This design comes from an exercise in tuning for small area on the open sky130 flow, not from production work.
Where RTL was checked, it was by simulation tests only, not by an equivalence proof against the original.
No activity file was given, so power comes from the tool's default toggle rates.

Setup of run A:
## Topo
module Topo
(
	CLOCK_50, KEY, SW,
	LEDR, LEDS,
	HEX0, HEX1, HEX2, HEX3, HEX4, HEX5
);
clock: 10.0 ns
lec_check: 0
abc_area: 1
cap_margin: 20
core_margin: 2
core_utilization: 65
place_density: 0.75
slew_margin: 20
standard.sh (not shown) runs the stock make flow with config.mk's settings and CLKGATE_MAP_FILE= SYNTH_SCRIPT=/design/flow/synth_recipe.tcl, a recipe that flattens the netlist after the stock synthesis.
==> flow/flow/run.sh <==
#!/bin/bash
# Standard layout (standard.sh), with these changes:
#  - synthesis: adders are left to ABC as plain gates (no half/full-adder
#    cells), and ABC's one mapping call uses flow/abc_deep.script (deeper
#    area optimisation and area-oriented mapping). Everything else in the
#    synthesis is synth_recipe.tcl unchanged, so the registers are the same
#    as the standard synthesis's;
#  - the port buffers are the smallest buffer cell (buf_1);
#  - the buffers Yosys put on ports that share a net are removed before placement;
#  - the clock tree is built of clkbuf_4 cells, without dummy balancing loads;
#  - cells off the critical paths are downsized (power recovery).
set -euo pipefail
here=$(pwd)
{
  echo "proc abc {args} {"
  echo "  set i [lsearch \$args -script]"
  echo "  if {\$i >= 0} { lset args [expr {\$i + 1}] $here/flow/abc_deep.script }"
  echo "  yosys abc {*}\$args"
  echo "}"
  cat synth_recipe.tcl
} > synth_deep.tcl
sed "s#SYNTH_SCRIPT=[^ ]*#SYNTH_SCRIPT=$here/synth_deep.tcl#" standard.sh > standard_deep.sh
grep -q "SYNTH_SCRIPT=$here/synth_deep.tcl" standard_deep.sh
export ADDER_MAP_FILE=
export BUFFER_PORTS_ARGS="-buffer_cell sky130_fd_sc_hd__buf_1"
export REMOVE_ABC_BUFFERS=1
export CTS_ARGS="-sink_clustering_enable -repair_clock_nets -buf_list sky130_fd_sc_hd__clkbuf_16 -sink_clustering_size 64 -sink_clustering_max_diameter 500 -dont_use_dummy_load"
export RECOVER_POWER=100
bash standard_deep.sh > standard_flow.log 2>&1
==> flow/flow/abc_deep.script <==
strash
&get -n
&deepsyn -T 30
&put
dch
amap
mfs2
strash
dch
amap
topo
Run A went all the way through the flow, and no timing, DRC or antenna check failed.
What run B does differently from run A at the input level:
==> flow/flow/run.sh <==
#!/bin/bash
# Standard layout, with: the port buffers made of the smallest buffer cell;
# the buffers Yosys put on ports that share a net removed before placement;
# a clock tree of clkbuf_4 cells without dummy balancing loads;
# cells downsized where timing allows (power recovery).
set -euo pipefail
export BUFFER_PORTS_ARGS="-buffer_cell sky130_fd_sc_hd__buf_1"
export REMOVE_ABC_BUFFERS=1
export CTS_ARGS="-sink_clustering_enable -repair_clock_nets -buf_list sky130_fd_sc_hd__clkbuf_4 -dont_use_dummy_load"
export RECOVER_POWER=100
bash standard.sh > standard_flow.log 2>&1
removed: flow/flow/abc_deep.script
Findings:
When run B is measured against run A, its share of synthesized cell area in and, or, nand and nor gates turns out 2.3 points higher.
Delta (run B minus run A): count of inverters not on the clock network in the layout rose by 23, maximum resistive drop on vdd shows an increase of about 4.3%, sequential power grew by about 20%.
From run A to run B the numbers moved as follows: total power after layout rose by 20%, overall die width higher, worst setup slack increased 1450 ps.
| share of the clock period used by the worst path after layout | higher: run A |
Cell with the largest stage delay on the worst path = nor3_1: run A; cell with the largest stage delay on the worst path = nand3_1: run B
Diff run A..run B | TritonCTS buffer count | unchanged
Input changes introduced in run C (baseline for comparison: run B):
==> flow/flow/run.sh <==
#!/bin/bash
# Standard layout (standard.sh), with these changes:
#  - adders are left to ABC as plain gates (no half/full-adder cells);
#    the registers are the same as the standard synthesis's;
#  - the port buffers are the smallest buffer cell (buf_1);
#  - the buffers Yosys put on ports that share a net are removed before placement;
#  - the clock tree is built of clkbuf_4 cells, without dummy balancing loads;
#  - cells off the critical paths are downsized (power recovery).
set -euo pipefail
export ADDER_MAP_FILE=
export BUFFER_PORTS_ARGS="-buffer_cell sky130_fd_sc_hd__buf_1"
export REMOVE_ABC_BUFFERS=1
export CTS_ARGS="-sink_clustering_enable -repair_clock_nets -buf_list sky130_fd_sc_hd__clkbuf_4 -dont_use_dummy_load"
export RECOVER_POWER=100
bash standard.sh > standard_flow.log 2>&1
==> run summary <==
Run C — via count 32 higher, run B as reference
Against run B as the reference, run C delivers a lower routed metal-1 wire length.
Y dimension of the die: lower on run C
Summary of run C over run B: net count reported at finish went down; design area dropped about 7%; global-route wire length before repair moved down.
Diff run C..run B | clock group power | negligible
Logic depth of the worst register-to-register path: run C vs run B down 1
Run C was carried through to the last stage, and its layout satisfied the timing, DRC and antenna checks.

* * *

Setup of v54:
The RTL this note starts from:
==> flow/design.v <==
module Topo
(
	CLOCK_50, KEY, SW,
	LEDR, LEDS,
	HEX0, HEX1, HEX2, HEX3, HEX4, HEX5
);
	input CLOCK_50;
	input wire [3:0] KEY;
	input wire [9:0] SW;
	output wire [3:0] LEDR;
	output wire [9:6] LEDS;
	output wire [6:0] HEX0;
	output wire [6:0] HEX1;
	output wire [6:0] HEX2;
	output wire [6:0] HEX3;
	output wire [6:0] HEX4;
	output wire [6:0] HEX5;
	localparam [2:0] S_INIT   = 3'd0,
	                 S_SETUP  = 3'd1,
	                 S_FPGA   = 3'd2,
	                 S_USER   = 3'd3,
	                 S_CHECK  = 3'd4,
	                 S_NEXT   = 3'd5,
	                 S_RESULT = 3'd6;
	reg [2:0] state;
	wire R1  = (state == S_INIT);
	wire R2  = (state == S_INIT) | (state == S_NEXT);
	wire E1  = (state == S_SETUP);
	wire E2  = (state == S_USER);
	wire E3  = (state == S_FPGA);
	wire E4  = (state == S_CHECK);
	wire SEL = (state == S_RESULT);
	reg [1:0] level;      
	reg [1:0] map;        
	reg [3:0] last;       
	always @(posedge CLOCK_50) begin
		if (R1)
			level <= 2'd0;
		else if (E1)
			level <= SW[9:8];
		if (E1) begin
			map  <= SW[7:6];
			last <= SW[5:2];
		end
	end
	reg [12:0] q;
	reg [3:0]  presc_hi;
	wire nR1 = ~R1;
	wire s_low0 = ~(q[0] | q[2] | q[4] | q[6] | q[8] | q[10]) &
	              (q[1] & q[3] & q[5] & q[7] & q[9] & q[11]);    
	wire s_wrap = s_low0 & ~q[12];                                 
	wire s_fb   = ~(q[12] ^ q[3] ^ q[2] ^ q[0] ^ s_low0);         
	always @(posedge CLOCK_50) begin
		q[0]  <= R1 | s_fb;
		q[1]  <= ~(nR1 & q[0]);
		q[2]  <= ~(R1 | q[1]);
		q[3]  <= ~(nR1 & q[2]);
		q[4]  <= ~(R1 | q[3]);
		q[5]  <= ~(nR1 & q[4]);
		q[6]  <= ~(R1 | q[5]);
		q[7]  <= ~(nR1 & q[6]);
		q[8]  <= ~(R1 | q[7]);
		q[9]  <= ~(nR1 & q[8]);
		q[10] <= ~(R1 | q[9]);
		q[11] <= ~(nR1 & q[10]);
		q[12] <= ~(R1 | q[11]);
		if (R1)
			presc_hi <= 4'd0;
		else
			presc_hi <= presc_hi + {3'd0, s_wrap};
	end
	wire [16:13] presc = presc_hi;
	reg clkz;
	always @(*) begin
		case (level)
			2'd0: clkz = presc[16];
			2'd1: clkz = presc[15];
			2'd2: clkz = presc[14];
			default: clkz = presc[13];
		endcase
	end
	reg r_clkz, r_clk1;
	always @(posedge CLOCK_50) begin
		r_clkz <= clkz;
		r_clk1 <= presc[14];
	end
	wire tick_z = clkz & ~r_clkz;
	wire tick_1 = presc[14] & ~r_clk1;
	reg [3:0] key_d1, key_d2;
	always @(posedge CLOCK_50) begin
		key_d1 <= KEY;
		key_d2 <= key_d1;
	end
	wire [3:0] btn = key_d1 & ~key_d2;
	wire press = E2 & (|btn);
	reg [3:0] total;
	reg [3:0] round;
	reg       win;
	always @(posedge CLOCK_50) begin
		if (R1) begin
			total <= 4'd0;
			win   <= 1'b0;
		end else if (E4) begin
			total <= total + 4'd1;
			if (total == last)
				win <= 1'b1;
		end
		round <= total;
	end
	reg [3:0] tempo;
	always @(posedge CLOCK_50) begin
		if (R2)
			tempo <= 4'd0;
		else if (E2 & tick_1)
			tempo <= tempo + 4'd1;
	end
	wire end_time = tempo[3] & tempo[0];
	reg [3:0] cnt;
	reg       tc;
	wire show = E3 & tick_z;
	always @(posedge CLOCK_50) begin
		if (R2 | (E3 & tc)) begin
			cnt <= 4'd0;
			tc  <= 1'b0;
		end else if (show | press) begin
			cnt <= cnt + 4'd1;
			tc  <= (cnt == round);
		end
	end
	localparam [127:0] SEQ_TAB = 128'h6c74e4ec634decd836c4b1c800000000;
	wire [1:0] seq = SEQ_TAB[{map, cnt, 1'b0} +: 2];
	wire [3:0] seq_oh = 4'd1 << seq;
	reg       led_v;
	reg [1:0] led_i;
	always @(posedge CLOCK_50) begin
		if (R2)
			led_v <= 1'b0;
		else if (show)
			led_v <= 1'b1;
		if (show)
			led_i <= seq;
	end
	assign LEDR = led_v ? (4'd1 << led_i) : 4'd0;
	reg       okA, okB;
	reg [1:0] prev;
	wire first = ~(|cnt) & ~tc;
	always @(posedge CLOCK_50) begin
		if (R2) begin
			okA <= 1'b1;
			okB <= 1'b1;
		end else if (press) begin
			okA <= okA & (btn == seq_oh);
			okB <= okB & (first | (btn == (4'd1 << prev)));
		end
		if (press)
			prev <= seq;
	end
	wire match = tc ? okA : (okB & (&round));
	always @(posedge CLOCK_50) begin
		if (SW[1])
			state <= S_INIT;
		else begin
			case (state)
				S_INIT:   state <= S_SETUP;
				S_SETUP:  if (SW[0]) state <= S_FPGA;
				S_FPGA:   if (tc) state <= S_USER;
				S_USER:   if (end_time) state <= S_RESULT;
				          else if (tc) state <= S_CHECK;
				S_CHECK:  state <= match ? S_NEXT : S_RESULT;
				S_NEXT:   state <= win ? S_RESULT : S_FPGA;
				default:  state <= state;
			endcase
		end
	end
	localparam [111:0] SEG_TAB = 112'h70c2131c020200f00894c0c4bcc0;
	wire [7:0] points = level * round;
	localparam [111:0] TIME_TAB = 112'h80020008002000f00894c0c4bcc0;
	assign HEX5 = SEL ? (win ? 7'b1000_111 : 7'b1011_011) : 7'b0001_110;
	assign HEX4 = SEL ? (win ? 7'b1011_011 : 7'b1100_111) : SEG_TAB[7*level +: 7];
	assign HEX3 = SEL ? (win ? 7'b1001_111 : 7'b1111_011) : 7'b0001_111;
	assign HEX2 = SEL ? (win ? 7'b1011_011 : 7'b1100_111) : TIME_TAB[7*tempo +: 7];
	wire [3:0] hex0_v = SEL ? points[3:0] : round;
	assign HEX1 = SEL ? SEG_TAB[7*points[7:4] +: 7] : 7'b1011_011;
	assign HEX0 = SEG_TAB[7*hex0_v +: 7];
	assign LEDS = ~KEY;
endmodule
==> flow/config.mk <==
export PLATFORM = sky130hd
export DESIGN_NAME = Topo
export DESIGN_NICKNAME = Topo
export VERILOG_FILES = /design/flow/design.v
export SDC_FILE = /design/flow/constraint.sdc
export NUM_CORES = 4
export LEC_CHECK = 0
export ABC_AREA = 1
export CAP_MARGIN = 20
export CORE_MARGIN = 2
export CORE_UTILIZATION = 65
export CTS_BUF_LIST = sky130_fd_sc_hd__clkbuf_4
export PLACE_DENSITY = 0.75
export SLEW_MARGIN = 20
==> flow/constraint.sdc <==
create_clock -name core_clock -period 10.0 [get_ports {CLOCK_50}]
set_input_delay 2.0000 -clock core_clock [delete_from_list [all_inputs] [get_ports {CLOCK_50}]]
set_output_delay 2.0000 -clock core_clock [all_outputs]
set_load 0.01 [all_outputs]
==> flow/flow/run.sh <==
#!/bin/bash
# Standard layout, with the port buffers made of the smallest buffer cell
# and the buffers Yosys put on ports that share a net removed before placement.
set -euo pipefail
export BUFFER_PORTS_ARGS="-buffer_cell sky130_fd_sc_hd__buf_1"
export REMOVE_ABC_BUFFERS=1
bash standard.sh > standard_flow.log 2>&1
Both conditions hold for v54: the flow ran to the end and the final layout passed the timing, DRC and antenna checks.
Inputs modified between v54 and v51:
# v54
export LEC_CHECK = 0
export ABC_AREA = 1
export CAP_MARGIN = 20
export CORE_MARGIN = 2
export CORE_UTILIZATION = 65
export CTS_BUF_LIST = sky130_fd_sc_hd__clkbuf_4
export PLACE_DENSITY = 0.75
export SLEW_MARGIN = 20
create_clock -name core_clock -period 10.0 [get_ports {CLOCK_50}]
# v51
export LEC_CHECK = 0
export ABC_AREA = 1
export CAP_MARGIN = 20
export CORE_MARGIN = 2
export CORE_UTILIZATION = 65
export PLACE_DENSITY = 0.75
export SLEW_MARGIN = 20
create_clock -name core_clock -period 10.0 [get_ports {CLOCK_50}]
==> flow/flow/run.sh <==
#!/bin/bash
# Standard layout, with: the port buffers made of the smallest buffer cell;
# the buffers Yosys put on ports that share a net removed before placement;
# a clock tree of clkbuf_4 cells without dummy balancing loads.
set -euo pipefail
export BUFFER_PORTS_ARGS="-buffer_cell sky130_fd_sc_hd__buf_1"
export REMOVE_ABC_BUFFERS=1
export CTS_ARGS="-sink_clustering_enable -repair_clock_nets -buf_list sky130_fd_sc_hd__clkbuf_4 -dont_use_dummy_load"
bash standard.sh > standard_flow.log 2>&1
met2 wire length ends up higher on v54. Between v51 and v54, clock period minus final worst setup slack is higher for v54, v51 comes in under that. Compared v51 vs v54, and switching fraction of total power is up in v51. Against v54 as the reference, v51 delivers a lower internal power consumption. Delta(clock share of power, v51 - v54) < 0. The clock distribution power in v51 sits 47% below the value recorded for v54. Summary of v51 over v54: power in combinational cells was more or less identical, routed wire length went down by about 1.6%, core utilization went down by 2.3 points.
The inputs of v34 differ from those of v51 as listed below.
==> flow/flow/run.sh <==
#!/bin/bash
# Standard layout, with: the port buffers made of the smallest buffer cell;
# the buffers Yosys put on ports that share a net removed before placement;
# a clock tree of clkbuf_2 and clkbuf_4 cells without dummy balancing loads.
set -euo pipefail
export BUFFER_PORTS_ARGS="-buffer_cell sky130_fd_sc_hd__buf_1"
export REMOVE_ABC_BUFFERS=1
export CTS_ARGS="-sink_clustering_enable -repair_clock_nets -buf_list {sky130_fd_sc_hd__clkbuf_2 sky130_fd_sc_hd__clkbuf_4} -sink_clustering_size 8 -dont_use_dummy_load"
bash standard.sh > standard_flow.log 2>&1
Findings:
The flow did not stop early for v34: all stages ran, and the layout cleared the timing, DRC and antenna checks. v51 → v34: non-clock buffer count about even; non-filler instance count after layout was more or less identical; worst setup slack essentially unchanged.
No functional check of the RTL was part of any run of this note.

* * *

run a:
Topo with an RTL version that a note above also has.
Size: ~460 cells after synthesis, roughly 61 flip-flops, roughly 65 I/O pins, about 3500 um2 of cells after synthesis.
clock: 10.0 ns
lec_check: 0
abc_area: 1
cap_margin: 20
core_margin: 2
core_utilization: 65
place_density: 0.75
slew_margin: 20
==> flow/flow/run.sh <==
#!/bin/bash
# Standard layout, with: the port buffers made of the smallest buffer cell;
# the buffers Yosys put on ports that share a net removed before placement;
# a clock tree of clkbuf_8 cells, 16 registers each, without dummy balancing loads;
# cells downsized where timing allows (power recovery).
set -euo pipefail
export BUFFER_PORTS_ARGS="-buffer_cell sky130_fd_sc_hd__buf_1"
export REMOVE_ABC_BUFFERS=1
export CTS_ARGS="-sink_clustering_enable -repair_clock_nets -buf_list sky130_fd_sc_hd__clkbuf_8 -sink_clustering_size 16 -dont_use_dummy_load"
export RECOVER_POWER=100
bash standard.sh > standard_flow.log 2>&1
Relative to run a, the following input files were edited for run b:
==> flow/flow/run.sh <==
#!/bin/bash
# Standard layout (standard.sh), with these changes:
#  - synthesis: adders are left to ABC as plain gates (no half/full-adder
#    cells), and ABC's one mapping call uses flow/abc_deep.script (deeper
#    area optimisation and area-oriented mapping). Everything else in the
#    synthesis is synth_recipe.tcl unchanged, so the registers are the same
#    as the standard synthesis's;
#  - the port buffers are the smallest buffer cell (buf_1);
#  - the buffers Yosys put on ports that share a net are removed before placement;
#  - the clock tree is built of clkbuf_4 cells, without dummy balancing loads;
#  - cells off the critical paths are downsized (power recovery).
set -euo pipefail
here=$(pwd)
{
  echo "proc abc {args} {"
  echo "  set i [lsearch \$args -script]"
  echo "  if {\$i >= 0} { lset args [expr {\$i + 1}] $here/flow/abc_deep.script }"
  echo "  yosys abc {*}\$args"
  echo "}"
  cat synth_recipe.tcl
} > synth_deep.tcl
sed "s#SYNTH_SCRIPT=[^ ]*#SYNTH_SCRIPT=$here/synth_deep.tcl#" standard.sh > standard_deep.sh
grep -q "SYNTH_SCRIPT=$here/synth_deep.tcl" standard_deep.sh
export ADDER_MAP_FILE=
export BUFFER_PORTS_ARGS="-buffer_cell sky130_fd_sc_hd__buf_1"
export REMOVE_ABC_BUFFERS=1
export CTS_ARGS="-sink_clustering_enable -repair_clock_nets -buf_list sky130_fd_sc_hd__clkbuf_4 -dont_use_dummy_load"
export RECOVER_POWER=100
bash standard_deep.sh > standard_flow.log 2>&1
==> flow/flow/abc_deep.script (new file) <==
strash
&get -n
&deepsyn -T 30
&put
dch
amap
mfs2
strash
dch
amap
topo
### Flow results
Run a vs run b, leading cell type in the layout, fill and taps excluded: sky130_fd_sc_hd__nand2_1 vs sky130_fd_sc_hd__nor2_1
Cell type of the slowest stage on the worst timing path: sky130_fd_sc_hd__nand3_1 -> run a, sky130_fd_sc_hd__nor3_1 -> run b
Of the two values seen for largest cell class by area, registers was produced by run b and multi-input combinational cells by run a.
Run b ended up with a higher final period demand of the worst path than run a did.
Changes observed in run b relative to run a: mean routed wirelength per cell picked up an extra about 7%; synthesized cell count went down 24%; reported leakage power lower.
Each of the runs, namely run b and run a, reached the end of the flow and came out clean.

[re-timing with driven ports]
The flow's constraints put no driver on any port. The routed layouts listed below were extracted and timed again, unchanged, in two steps. Step 1 assumes that a clkbuf_16 drives the clock port and a buf_2 every other input. Step 2 also shifts input and output timing later by t, the mid clock arrival at the registers, as if the neighbouring blocks saw the same clock. Slacks: ideal / step 1 / step 2; pairs: ideal / step 1.
| run | t (ns) | slack for setup (ns) | worst setup path after step 2 | worst register clock-pin slew, ns |
|---|---|---|---|---|
| run A of note 1 | 0.349 | 3.388 / 3.356 / 3.704 | register to output | 0.05 / 0.05 |
| run B of note 1 | 0.416 | 4.834 / 4.810 / 5.226 | register to output | 0.12 / 0.12 |
| run C of note 1 | 0.410 | 4.759 / 4.732 / 5.143 | register to output | 0.10 / 0.10 |
| v54 | 0.417 | 5.253 / 5.225 / 5.642 | register to output | 0.12 / 0.12 |
| v51 | 0.414 | 5.276 / 5.249 / 5.664 | register to output | 0.11 / 0.11 |
| v34 | 0.414 | 5.276 / 5.249 / 5.664 | register to output | 0.11 / 0.11 |
| run a of note 3 | 0.350 | 4.950 / 4.926 / 5.276 | register to output | 0.08 / 0.08 |
| run b of note 3 | 0.403 | 3.404 / 3.378 / 3.781 | register to output | 0.10 / 0.10 |
After both steps setup and hold are still met in every run listed.
